From an optimization exercise on the open Yosys and OpenROAD flow, aimed at small area, a short achievable clock period and few clock cycles per item; shortcuts taken in it are not production practice.
At most, simulation tests tie the RTL to the original design; equivalence was not proved.
Function not checked in run 2: the RTL went through the layout flow alone.

==> flow/design.v, too long to show whole: its modules and the start of the top module <==
// module Divider_Modulo: 31 lines
// module div_stage0: 548 lines
// module div_stage1: 549 lines
// module div_stage2: 458 lines
module Divider_Modulo (clk, reset, mode, valid_in, divisor, dividend, result, valid_out);
  // ...
==> flow/run.sh <==
#!/bin/bash
# synth_recipe.tcl (not shown) runs the flow's synth.tcl, then flattens the netlist and writes it again
# the make line also repeats each setting of config.mk as NAME=value (left out here)
make -C /OpenROAD-flow-scripts/flow DESIGN_CONFIG=/design/flow/config.mk WORK_HOME=/design/flow/orfs CLKGATE_MAP_FILE= SYNTH_SCRIPT=/design/flow/synth_recipe.tcl finish
==> flow/config.mk <==
export PLATFORM = sky130hd
export DESIGN_NAME = Divider_Modulo
export DESIGN_NICKNAME = Divider_Modulo
export VERILOG_FILES = /design/flow/design.v
export SDC_FILE = /design/flow/constraint.sdc
export NUM_CORES = 4
export LEC_CHECK = 0
export ABC_AREA = 1
export CAP_MARGIN = 20
export CORE_MARGIN = 2
export CORE_UTILIZATION = 40
export SLEW_MARGIN = 20
==> flow/constraint.sdc <==
create_clock -name core_clock -period 25.0 [get_ports {clk}]
set_input_delay 5.0000 -clock core_clock [delete_from_list [all_inputs] [get_ports {clk}]]
set_output_delay 5.0000 -clock core_clock [all_outputs]
set_load 0.01 [all_outputs]
==> key figures, run 1 <==
Critical path
  – Critical path origin: divisor[14]
  – Reg2reg path depth: 62
  – CP max stage delay: 0.85 ns

Global routing
  – Global route hottest layer: met2
  – Pin count of the biggest net entering global routing: 35
  – Vias in the first global route: 18700

Floorplanning
  – Ports: 85
  – Well Taps: 592

Drt
  – Drt drc: 0
  – Routed Antenna Nets: 0
  – Iter 0 DRT Violations: 682

Cells and area
  – Most common cell after layout, fill and taps aside: nand2_1
  – Synthesis-to-layout area growth: 5.11%
  – Final Cell Area: 18600 um^2
  – Multi-input combinational area share: 0.702
  – Signal buffers: 74

Place
  – Placed instance count: 4103
  – Final GP Congestion: around 0.85

CTS
  – Cts bufs inserted: 9
  – CTS HTree Levels: 3
  – Hold_buf cts: 0

Timing
  – RSZ-0062 raised after global routing: false
  – Slew @ Worst Pin: 0.705 ns
  – Slew headroom: 0.529
  – Max Fclk: 67.7 MHz

Yosys
  – Synth Area in Simple Gates: 0.646
  – Compound-Gate Fraction of Synth Area: 0.0313
  – Number of synthesized register bits: 98

Outcome
  – Status: timing/DRC/antenna clean

Hold path
  – Hold Crit Start: shA[10]
  – Worst Hold Class: reg2reg
Testbench counts, summed over its fixed seeds: cycles 8,000, items 4,000.
==> inputs of run 2 (changes only) <==
--- a/flow/design.v
+++ b/flow/design.v
@@ -479,108 +479,18 @@
 assign r_0e[8] = a_0e[8] ^ ((h0e_1 & ~(d[8] ^ s0e_1_G2_7)));
 assign r_0e[9] = a_0e[9] ^ ((h0e_1 & ~(d[9] ^ s0e_1_G6_8)));
 assign r_0e[10] = a_0e[10] ^ ((h0e_1 & ~(d[10] ^ s0e_1_G5_9)));
 assign r_0e[11] = a_0e[11] ^ ((h0e_1 & ~(d[11] ^ s0e_1_G6_10)));
 assign r_0e[12] = a_0e[12] ^ ((h0e_1 & ~(d[12] ^ s0e_1_G4_11)));
 assign r_0e[13] = a_0e[13] ^ ((h0e_1 & ~(d[13] ^ s0e_1_G6_12)));
 assign r_0e[14] = a_0e[14] ^ ((h0e_1 & ~(d[14] ^ s0e_1_G5_13)));
 wire [16:0] sh_0e = {sh_0d[15:0], q_0e};
-wire [15:0] a_0f = {r_0e, sh_0e[16:16]};
-wire [0:0] q_0f;
-wire [14:0] r_0f;
-wire s0f_1_g0 = a_0f[0] | ~d[0];
-wire s0f_1_g1 = a_0f[1] & ~d[1];
-wire s0f_1_p1 = a_0f[1] | ~d[1];
-wire s0f_1_g2 = a_0f[2] & ~d[2];
-wire s0f_1_p2 = a_0f[2] | ~d[2];
-wire s0f_1_g3 = a_0f[3] & ~d[3];
-wire s0f_1_p3 = a_0f[3] | ~d[3];
-wire s0f_1_g4 = a_0f[4] & ~d[4];
-wire s0f_1_p4 = a_0f[4] | ~d[4];
-wire s0f_1_g5 = a_0f[5] & ~d[5];
-wire s0f_1_p5 = a_0f[5] | ~d[5];
-wire s0f_1_g6 = a_0f[6] & ~d[6];
-wire s0f_1_p6 = a_0f[6] | ~d[6];
-wire s0f_1_g7 = a_0f[7] & ~d[7];
-wire s0f_1_p7 = a_0f[7] | ~d[7];
-wire s0f_1_g8 = a_0f[8] & ~d[8];
-wire s0f_1_p8 = a_0f[8] | ~d[8];
-wire s0f_1_g9 = a_0f[9] & ~d[9];
-wire s0f_1_p9 = a_0f[9] | ~d[9];
-wire s0f_1_g10 = a_0f[10] & ~d[10];
-wire s0f_1_p10 = a_0f[10] | ~d[10];
-wire s0f_1_g11 = a_0f[11] & ~d[11];
-wire s0f_1_p11 = a_0f[11] | ~d[11];
-wire s0f_1_g12 = a_0f[12] & ~d[12];
-wire s0f_1_p12 = a_0f[12] | ~d[12];
-wire s0f_1_g13 = a_0f[13] & ~d[13];
-wire s0f_1_p13 = a_0f[13] | ~d[13];
-wire s0f_1_g14 = a_0f[14] & ~d[14];
-wire s0f_1_p14 = a_0f[14] | ~d[14];
-wire s0f_1_g15 = a_0f[15] & ~1'b0;
-wire s0f_1_p15 = a_0f[15] | ~1'b0;
-wire s0f_1_G0_1 = s0f_1_g1 | (s0f_1_p1 & s0f_1_g0);
-wire s0f_1_G0_3 = s0f_1_g3 | (s0f_1_p3 & s0f_1_g2);
-wire s0f_1_P0_3 = s0f_1_p3 & s0f_1_p2;
-wire s0f_1_G0_5 = s0f_1_g5 | (s0f_1_p5 & s0f_1_g4);
-wire s0f_1_P0_5 = s0f_1_p5 & s0f_1_p4;
-wire s0f_1_G0_7 = s0f_1_g7 | (s0f_1_p7 & s0f_1_g6);
-wire s0f_1_P0_7 = s0f_1_p7 & s0f_1_p6;
-wire s0f_1_G0_9 = s0f_1_g9 | (s0f_1_p9 & s0f_1_g8);
-wire s0f_1_P0_9 = s0f_1_p9 & s0f_1_p8;
-wire s0f_1_G0_11 = s0f_1_g11 | (s0f_1_p11 & s0f_1_g10);
-wire s0f_1_P0_11 = s0f_1_p11 & s0f_1_p10;
-wire s0f_1_G0_13 = s0f_1_g13 | (s0f_1_p13 & s0f_1_g12);
-wire s0f_1_P0_13 = s0f_1_p13 & s0f_1_p12;
-wire s0f_1_G0_15 = s0f_1_g15 | (s0f_1_p15 & s0f_1_g14);
-wire s0f_1_P0_15 = s0f_1_p15 & s0f_1_p14;
-wire s0f_1_G1_3 = s0f_1_G0_3 | (s0f_1_P0_3 & s0f_1_G0_1);
-wire s0f_1_G1_7 = s0f_1_G0_7 | (s0f_1_P0_7 & s0f_1_G0_5);
-wire s0f_1_P1_7 = s0f_1_P0_7 & s0f_1_P0_5;
-wire s0f_1_G1_11 = s0f_1_G0_11 | (s0f_1_P0_11 & s0f_1_G0_9);
-wire s0f_1_P1_11 = s0f_1_P0_11 & s0f_1_P0_9;
-wire s0f_1_G1_15 = s0f_1_G0_15 | (s0f_1_P0_15 & s0f_1_G0_13);
-wire s0f_1_P1_15 = s0f_1_P0_15 & s0f_1_P0_13;
-wire s0f_1_G2_7 = s0f_1_G1_7 | (s0f_1_P1_7 & s0f_1_G1_3);
-wire s0f_1_G2_15 = s0f_1_G1_15 | (s0f_1_P1_15 & s0f_1_G1_11);
-wire s0f_1_P2_15 = s0f_1_P1_15 & s0f_1_P1_11;
-wire s0f_1_G3_15 = s0f_1_G2_15 | (s0f_1_P2_15 & s0f_1_G2_7);
-wire s0f_1_G4_11 = s0f_1_G1_11 | (s0f_1_P1_11 & s0f_1_G2_7);
-wire s0f_1_G5_5 = s0f_1_G0_5 | (s0f_1_P0_5 & s0f_1_G1_3);
-wire s0f_1_G5_9 = s0f_1_G0_9 | (s0f_1_P0_9 & s0f_1_G2_7);
-wire s0f_1_G5_13 = s0f_1_G0_13 | (s0f_1_P0_13 & s0f_1_G4_11);
-wire s0f_1_G6_2 = s0f_1_g2 | (s0f_1_p2 & s0f_1_G0_1);
-wire s0f_1_G6_4 = s0f_1_g4 | (s0f_1_p4 & s0f_1_G1_3);
-wire s0f_1_G6_6 = s0f_1_g6 | (s0f_1_p6 & s0f_1_G5_5);
-wire s0f_1_G6_8 = s0f_1_g8 | (s0f_1_p8 & s0f_1_G2_7);
-wire s0f_1_G6_10 = s0f_1_g10 | (s0f_1_p10 & s0f_1_G5_9);
-wire s0f_1_G6_12 = s0f_1_g12 | (s0f_1_p12 & s0f_1_G4_11);
-wire s0f_1_G6_14 = s0f_1_g14 | (s0f_1_p14 & s0f_1_G5_13);
-wire ge0f_1 = s0f_1_G3_15;
-wire h0f_1 = ge0f_1;
-assign q_0f[0] = h0f_1;
-assign r_0f[0] = a_0f[0] ^ ((h0f_1 & ~(d[0] ^ 1'b1)));
-assign r_0f[1] = a_0f[1] ^ ((h0f_1 & ~(d[1] ^ s0f_1_g0)));
-assign r_0f[2] = a_0f[2] ^ ((h0f_1 & ~(d[2] ^ s0f_1_G0_1)));
-assign r_0f[3] = a_0f[3] ^ ((h0f_1 & ~(d[3] ^ s0f_1_G6_2)));
-assign r_0f[4] = a_0f[4] ^ ((h0f_1 & ~(d[4] ^ s0f_1_G1_3)));
-assign r_0f[5] = a_0f[5] ^ ((h0f_1 & ~(d[5] ^ s0f_1_G6_4)));
-assign r_0f[6] = a_0f[6] ^ ((h0f_1 & ~(d[6] ^ s0f_1_G5_5)));
-assign r_0f[7] = a_0f[7] ^ ((h0f_1 & ~(d[7] ^ s0f_1_G6_6)));
-assign r_0f[8] = a_0f[8] ^ ((h0f_1 & ~(d[8] ^ s0f_1_G2_7)));
-assign r_0f[9] = a_0f[9] ^ ((h0f_1 & ~(d[9] ^ s0f_1_G6_8)));
-assign r_0f[10] = a_0f[10] ^ ((h0f_1 & ~(d[10] ^ s0f_1_G5_9)));
-assign r_0f[11] = a_0f[11] ^ ((h0f_1 & ~(d[11] ^ s0f_1_G6_10)));
-assign r_0f[12] = a_0f[12] ^ ((h0f_1 & ~(d[12] ^ s0f_1_G4_11)));
-assign r_0f[13] = a_0f[13] ^ ((h0f_1 & ~(d[13] ^ s0f_1_G6_12)));
-assign r_0f[14] = a_0f[14] ^ ((h0f_1 & ~(d[14] ^ s0f_1_G5_13)));
-wire [16:0] sh_0f = {sh_0e[15:0], q_0f};
-assign r_out = r_0f;
-assign sh_out = sh_0f[16:0];
+assign r_out = r_0e;
+assign sh_out = sh_0e[16:0];
 endmodule
 module div_stage1 (r_in, sh_in, d, r_out, sh_out);
 input wire [14:0] r_in;
 input wire [16:0] sh_in;
 input wire [14:0] d;
 output wire [14:0] r_out;
 output wire [16:0] sh_out;
 wire [15:0] a_1a = {r_in, sh_in[16:16]};
@@ -1118,18 +1028,108 @@
 assign r_1f[8] = a_1f[8] ^ ((h1f_1 & ~(d[8] ^ s1f_1_G2_7)));
 assign r_1f[9] = a_1f[9] ^ ((h1f_1 & ~(d[9] ^ s1f_1_G6_8)));
 assign r_1f[10] = a_1f[10] ^ ((h1f_1 & ~(d[10] ^ s1f_1_G5_9)));
 assign r_1f[11] = a_1f[11] ^ ((h1f_1 & ~(d[11] ^ s1f_1_G6_10)));
 assign r_1f[12] = a_1f[12] ^ ((h1f_1 & ~(d[12] ^ s1f_1_G4_11)));
 assign r_1f[13] = a_1f[13] ^ ((h1f_1 & ~(d[13] ^ s1f_1_G6_12)));
 assign r_1f[14] = a_1f[14] ^ ((h1f_1 & ~(d[14] ^ s1f_1_G5_13)));
 wire [16:0] sh_1f = {sh_1e[15:0], q_1f};
-assign r_out = r_1f;
-assign sh_out = sh_1f[16:0];
+wire [15:0] a_1g = {r_1f, sh_1f[16:16]};
+wire [0:0] q_1g;
+wire [14:0] r_1g;
+wire s1g_1_g0 = a_1g[0] | ~d[0];
+wire s1g_1_g1 = a_1g[1] & ~d[1];
+wire s1g_1_p1 = a_1g[1] | ~d[1];
+wire s1g_1_g2 = a_1g[2] & ~d[2];
+wire s1g_1_p2 = a_1g[2] | ~d[2];
+wire s1g_1_g3 = a_1g[3] & ~d[3];
+wire s1g_1_p3 = a_1g[3] | ~d[3];
+wire s1g_1_g4 = a_1g[4] & ~d[4];
+wire s1g_1_p4 = a_1g[4] | ~d[4];
+wire s1g_1_g5 = a_1g[5] & ~d[5];
+wire s1g_1_p5 = a_1g[5] | ~d[5];
+wire s1g_1_g6 = a_1g[6] & ~d[6];
+wire s1g_1_p6 = a_1g[6] | ~d[6];
+wire s1g_1_g7 = a_1g[7] & ~d[7];
+wire s1g_1_p7 = a_1g[7] | ~d[7];
+wire s1g_1_g8 = a_1g[8] & ~d[8];
+wire s1g_1_p8 = a_1g[8] | ~d[8];
+wire s1g_1_g9 = a_1g[9] & ~d[9];
+wire s1g_1_p9 = a_1g[9] | ~d[9];
+wire s1g_1_g10 = a_1g[10] & ~d[10];
+wire s1g_1_p10 = a_1g[10] | ~d[10];
+wire s1g_1_g11 = a_1g[11] & ~d[11];
+wire s1g_1_p11 = a_1g[11] | ~d[11];
+wire s1g_1_g12 = a_1g[12] & ~d[12];
+wire s1g_1_p12 = a_1g[12] | ~d[12];
+wire s1g_1_g13 = a_1g[13] & ~d[13];
+wire s1g_1_p13 = a_1g[13] | ~d[13];
+wire s1g_1_g14 = a_1g[14] & ~d[14];
+wire s1g_1_p14 = a_1g[14] | ~d[14];
+wire s1g_1_g15 = a_1g[15] & ~1'b0;
+wire s1g_1_p15 = a_1g[15] | ~1'b0;
+wire s1g_1_G0_1 = s1g_1_g1 | (s1g_1_p1 & s1g_1_g0);
+wire s1g_1_G0_3 = s1g_1_g3 | (s1g_1_p3 & s1g_1_g2);
+wire s1g_1_P0_3 = s1g_1_p3 & s1g_1_p2;
+wire s1g_1_G0_5 = s1g_1_g5 | (s1g_1_p5 & s1g_1_g4);
+wire s1g_1_P0_5 = s1g_1_p5 & s1g_1_p4;
+wire s1g_1_G0_7 = s1g_1_g7 | (s1g_1_p7 & s1g_1_g6);
+wire s1g_1_P0_7 = s1g_1_p7 & s1g_1_p6;
+wire s1g_1_G0_9 = s1g_1_g9 | (s1g_1_p9 & s1g_1_g8);
+wire s1g_1_P0_9 = s1g_1_p9 & s1g_1_p8;
+wire s1g_1_G0_11 = s1g_1_g11 | (s1g_1_p11 & s1g_1_g10);
+wire s1g_1_P0_11 = s1g_1_p11 & s1g_1_p10;
+wire s1g_1_G0_13 = s1g_1_g13 | (s1g_1_p13 & s1g_1_g12);
+wire s1g_1_P0_13 = s1g_1_p13 & s1g_1_p12;
+wire s1g_1_G0_15 = s1g_1_g15 | (s1g_1_p15 & s1g_1_g14);
+wire s1g_1_P0_15 = s1g_1_p15 & s1g_1_p14;
+wire s1g_1_G1_3 = s1g_1_G0_3 | (s1g_1_P0_3 & s1g_1_G0_1);
+wire s1g_1_G1_7 = s1g_1_G0_7 | (s1g_1_P0_7 & s1g_1_G0_5);
+wire s1g_1_P1_7 = s1g_1_P0_7 & s1g_1_P0_5;
+wire s1g_1_G1_11 = s1g_1_G0_11 | (s1g_1_P0_11 & s1g_1_G0_9);
+wire s1g_1_P1_11 = s1g_1_P0_11 & s1g_1_P0_9;
+wire s1g_1_G1_15 = s1g_1_G0_15 | (s1g_1_P0_15 & s1g_1_G0_13);
+wire s1g_1_P1_15 = s1g_1_P0_15 & s1g_1_P0_13;
+wire s1g_1_G2_7 = s1g_1_G1_7 | (s1g_1_P1_7 & s1g_1_G1_3);
+wire s1g_1_G2_15 = s1g_1_G1_15 | (s1g_1_P1_15 & s1g_1_G1_11);
+wire s1g_1_P2_15 = s1g_1_P1_15 & s1g_1_P1_11;
+wire s1g_1_G3_15 = s1g_1_G2_15 | (s1g_1_P2_15 & s1g_1_G2_7);
+wire s1g_1_G4_11 = s1g_1_G1_11 | (s1g_1_P1_11 & s1g_1_G2_7);
+wire s1g_1_G5_5 = s1g_1_G0_5 | (s1g_1_P0_5 & s1g_1_G1_3);
+wire s1g_1_G5_9 = s1g_1_G0_9 | (s1g_1_P0_9 & s1g_1_G2_7);
+wire s1g_1_G5_13 = s1g_1_G0_13 | (s1g_1_P0_13 & s1g_1_G4_11);
+wire s1g_1_G6_2 = s1g_1_g2 | (s1g_1_p2 & s1g_1_G0_1);
+wire s1g_1_G6_4 = s1g_1_g4 | (s1g_1_p4 & s1g_1_G1_3);
+wire s1g_1_G6_6 = s1g_1_g6 | (s1g_1_p6 & s1g_1_G5_5);
+wire s1g_1_G6_8 = s1g_1_g8 | (s1g_1_p8 & s1g_1_G2_7);
+wire s1g_1_G6_10 = s1g_1_g10 | (s1g_1_p10 & s1g_1_G5_9);
+wire s1g_1_G6_12 = s1g_1_g12 | (s1g_1_p12 & s1g_1_G4_11);
+wire s1g_1_G6_14 = s1g_1_g14 | (s1g_1_p14 & s1g_1_G5_13);
+wire ge1g_1 = s1g_1_G3_15;
+wire h1g_1 = ge1g_1;
+assign q_1g[0] = h1g_1;
+assign r_1g[0] = a_1g[0] ^ ((h1g_1 & ~(d[0] ^ 1'b1)));
+assign r_1g[1] = a_1g[1] ^ ((h1g_1 & ~(d[1] ^ s1g_1_g0)));
+assign r_1g[2] = a_1g[2] ^ ((h1g_1 & ~(d[2] ^ s1g_1_G0_1)));
+assign r_1g[3] = a_1g[3] ^ ((h1g_1 & ~(d[3] ^ s1g_1_G6_2)));
+assign r_1g[4] = a_1g[4] ^ ((h1g_1 & ~(d[4] ^ s1g_1_G1_3)));
+assign r_1g[5] = a_1g[5] ^ ((h1g_1 & ~(d[5] ^ s1g_1_G6_4)));
+assign r_1g[6] = a_1g[6] ^ ((h1g_1 & ~(d[6] ^ s1g_1_G5_5)));
+assign r_1g[7] = a_1g[7] ^ ((h1g_1 & ~(d[7] ^ s1g_1_G6_6)));
+assign r_1g[8] = a_1g[8] ^ ((h1g_1 & ~(d[8] ^ s1g_1_G2_7)));
+assign r_1g[9] = a_1g[9] ^ ((h1g_1 & ~(d[9] ^ s1g_1_G6_8)));
+assign r_1g[10] = a_1g[10] ^ ((h1g_1 & ~(d[10] ^ s1g_1_G5_9)));
+assign r_1g[11] = a_1g[11] ^ ((h1g_1 & ~(d[11] ^ s1g_1_G6_10)));
+assign r_1g[12] = a_1g[12] ^ ((h1g_1 & ~(d[12] ^ s1g_1_G4_11)));
+assign r_1g[13] = a_1g[13] ^ ((h1g_1 & ~(d[13] ^ s1g_1_G6_12)));
+assign r_1g[14] = a_1g[14] ^ ((h1g_1 & ~(d[14] ^ s1g_1_G5_13)));
+wire [16:0] sh_1g = {sh_1f[15:0], q_1g};
+assign r_out = r_1g;
+assign sh_out = sh_1g[16:0];
 endmodule
 module div_stage2 (r_in, sh_in, d, mode, result);
 input wire [14:0] r_in;
 input wire [16:0] sh_in;
 input wire [14:0] d;
 input wire mode;
 output wire [16:0] result;
 wire [15:0] a_2a = {r_in, sh_in[16:16]};
==> flow/flow/run.sh (new file) <==
#!/bin/bash
# Own layout flow: the standard synthesis unchanged, then the standard
# layout with these changes:
#  - ports are buffered with buf_4 cells instead of the slow delay buffers the
#    default port buffering picks;
#  - repair may resize a cell to any cell of the same function;
set -euo pipefail
bash standard.sh synth > synth.log 2>&1
bash standard.sh "BUFFER_PORTS_ARGS=-buffer_cell sky130_fd_sc_hd__buf_4" \
  SETUP_SLACK_MARGIN=14 TNS_END_PERCENT=0 SKIP_INCREMENTAL_REPAIR=1 finish > layout.log 2>&1
==> flow/standard.sh (new file) <==
#!/bin/bash
# synth_recipe.tcl (not shown) runs the flow's synth.tcl, then flattens the netlist and writes it again
# the make line also repeats each setting of config.mk as NAME=value (left out here)
make -C /OpenROAD-flow-scripts/flow DESIGN_CONFIG=/design/flow/config.mk WORK_HOME=/design/flow/orfs CLKGATE_MAP_FILE= SYNTH_SCRIPT=/design/flow/synth_recipe.tcl "${@:-finish}"
--- a/flow/config.mk
+++ b/flow/config.mk
@@ -5,8 +5,9 @@
 export SDC_FILE = /design/flow/constraint.sdc
 export NUM_CORES = 4
 export LEC_CHECK = 0
 export ABC_AREA = 1
 export CAP_MARGIN = 20
 export CORE_MARGIN = 2
 export CORE_UTILIZATION = 40
 export SLEW_MARGIN = 20
+export SYNTH_HIERARCHICAL = 1
removed: flow/run.sh
==> run 2 against run 1 <==
Non-clock buffer count rose by 74. Final area is 11% higher. Cell count rose by 4.0%. Register-to-register slack got worse by 1.6 ns. Critical path depth shrank 8. Via count increased by 5.7%. Highest routed layer unchanged.
==> key figures, run 2 <==
Floorplanning
  – Full die area: 48000 um^2
  – Ports: 85 (unchanged)
  – Site Rows: 78
  – Core ar.: 45500 um^2
  – Die extent in x: 219 um
  – Die height: 219 um
  – Initial core utilization: 0.407

Yosys
  – Seq/Total Area, Yosys: 0.107
  – Synth Instances: 3661
  – Synth warn: 7
  – Post-synth EDFFs: 0
  – Top-area cell type share of the netlist area: 0.313
  – Synth async-reset ratio: 0.0204
  – Synth area leader: nand2_1
  – Mapped cell area: 18500 um^2
  – Synth cell types: 42
  – Area contributors post-synth: nand2_1 31%, nand3_1 20%, dfxtp_1 10%
  – Average instance area after synthesis: 5.05 um^2
  – Most frequent cells after synthesis: 1543 x nand2_1, 734 x nand3_1, 467 x inv_1, 124 x nor2_1, 100 x nand4_1
  – Synth Flop Type: dfxtp_1
  – Number of synthesized register bits: 98 (unchanged)
  – Cell with the most instances after synthesis: nand2_1

Timing
  – Fin crit period: 11.55 ns
  – Setup_tns: 0 ns
  – Final setup fails: 0
  – Final Hold Vio Count: 0
  – Period utilisation layout: 0.462
  – Clk_skew: 0.0170 ns
  – Min Hold Slack: 0.328 ns
  – Max Fclk: 86.6 MHz (+28%)
  – Fin. max-slew vios: 0
  – Slew @ Worst Pin: 0.794 ns (+0.0886 ns)
  – Slew headroom: 0.470 (-0.0591)

Cells and area
  – Synthesis-to-layout area growth: 11.7%
  – Nets: about 3700
  – Regs by FF count: shA: 17 flops, shB: 17 flops
  – FF/Latch Area: 2040 um^2
  – Most frequent cells in the layout: 1481 x nand2_1, 700 x nand3_1, 460 x inv_1
  – Layout cells sized above 1: 0.137
  – Number of diodes: 0
  – Fillers: 5009
  – Multi-input logic area: around 14000 um^2
  – Final std cells w/o fill: roughly 4300
  – Most common cell after layout, fill and taps aside: nand2_1

Global routing
  – Grt ovf: 0
  – Initial antenna violation count: 0
  – Pin count of the biggest net entering global routing: 35 (unchanged)
  – Tot GR Track Use: 0.208
  – First-pass GRT wire length: 85400 um
  – Vias in the first global route: 20200 (+8.1%)

Critical path
  – Slowest cell on the critical path: dfxtp_4
  – Arr. time, crit path: about 6.6 ns
  – CP Class: reg2out
  – CP max FO: 8
  – Top delay family on crit path: simple AND/OR/NAND/NOR gates
  – Most used cell, CP: nand2_1
  – Crit end category: primary output
  – CP max stage delay: 0.36 ns (-0.49 ns)
  – CP bufs+invs: 9
  – Startpoint Class: flop
  – Crit path required time: 20.00 ns

CTS
  – Cts bufs inserted: 9 (unchanged)
  – Clock Path Buffers: 2
  – Clock root cell: clkbuf_16
  – Sink Count: around 100
  – Clk slew on worst S/H paths: 0.07 ns
  – Post_cts resized: 240
  – CTS HTree Levels: 3 (unchanged)
  – Worst-Skew Late Latency: 0.40 ns
  – Hold_buf cts: 0 (unchanged)
  – Postcts setup bufs: 79
  – CTS tree: done

Place
  – PortBufs: 68
  – Dpl hpwl: 36200 um
  – Placed instance count: 4174 (+1.7%)
  – Final GP Congestion: 0.869 (+2.5%)

Drt
  – Vias post-DR: 21400
  – Drt drc: 0 (unchanged)
  – Routed Antenna Nets: 0 (unchanged)
  – DR pass1 iterations: 7
  – Routed WL: 48000 um
  – Iter 0 DRT Violations: 961 (+41%)
  – Per-cell routed wire length: between 10 and 15 um
  – Vias per inst: 4.99

Hold path
  – Worst Hold Class: reg2reg

Job
  – Max cap viols: 0

Outcome
  – Status: timing/DRC/antenna clean
[run 2: metal layers]
layer	wire, um	global-route usage	vias to the layer above	share of wire
met5	0	0	-	0
met2	24700	0.410	284	0.51
met1	20900	0.226	9417	0.44
li1	-	-	11600	-
met3	974	0.0193	100	0.020
met4	1410	0.0797	0	0.029
[run 2: cell type report]
| class | count | area share |
|---|---|---|
| inverters | 511 | 0.0943 |
| clock inverters | 6 | 0.00381 |
| multi-input cells | 2910 | 0.696 |
| well taps | 600 | 0.0363 |
| flip-flops and latches | 98 | 0.0985 |
| clock buffers | 10 | 0.0116 |
| repair buffers | 148 | 0.0595 |
[run 2: final timing paths]
path	from	to	slack, ns	cells past startpoint
max in group asynchronous	reset	valid_out	20.44	2
min in group asynchronous	reset	vA	4.45	2
hold / removal	shA[5]	shB[12]	0.33	0
hold reg to reg	shA[5]	shB[12]	0.33	0
setup reg to reg	dA[4]	rB[3]	14.54	71
setup / recovery	dB[12]	result[5]	13.45	50
[run 2: kinds of logic after synthesis]
group	after synthesis	synth area share
other	1	0.000203
AO/OA/AOI/OAI	96	0.0289
flip-flops	98	0.107
AND/OR/NAND/NOR	2677	0.644
buffers and inverters	681	0.169
XOR/XNOR	108	0.0515
[run 2: modules after synthesis (local to each module, per instance)]
| module | flip-flops and latches | cell area, um^2 | cells inside |
|---|---|---|---|
| div_stage0 | 0 | 4840 | 1030 |
| Divider_Modulo | 98 | 2090 | 115 |
| div_stage1 | 0 | 6720 | 1454 |
| div_stage2 | 0 | 4850 | 1062 |
[run 2: metrics by stage]
step,cell area [um^2],setup WS (ns),util
4_1_cts,20700,13.62,0.455
3_5_place_dp,18600,12.32,0.410
2_1_floorplan,18600,14.80,-
5_1_grt,20700,12.81,0.455
3_3_place_gp,18600,12.40,0.410
6_report,20700,13.45,0.455

-- separate check: timing with driven ports --
How much do the figures lean on ideal ports? The routed layouts below were timed once more, with nothing changed but the port constraints.
Step 1, drivers: a clkbuf_16 drives clk and a buf_2 each remaining input, both assumed.
Step 2 times the ports against the registers' clock, not the clock port: input delays grow and output delays shrink by t, the midpoint of the rising clock arrivals with the driver on.
Three values: ideal ports, drivers, drivers and shift; two values: the first two.
run	t (ns)	slack for setup (ns)	worst hold slack (ns)	worst data-port slew with drivers (ns)	cell pins on the clock port's net
run 1	0.410	10.233 / 10.256 / 9.846	0.328 / 0.328 / 0.328	0.05	1
run 2	0.447	13.451 / 13.396 / 13.395	0.328 / 0.328 / 0.328	0.05	1
After both steps every run listed still meets setup and hold. For run 1, which loses most, drivers alone change the setup slack by +0.023 ns; drivers and shift together by -0.387 ns.
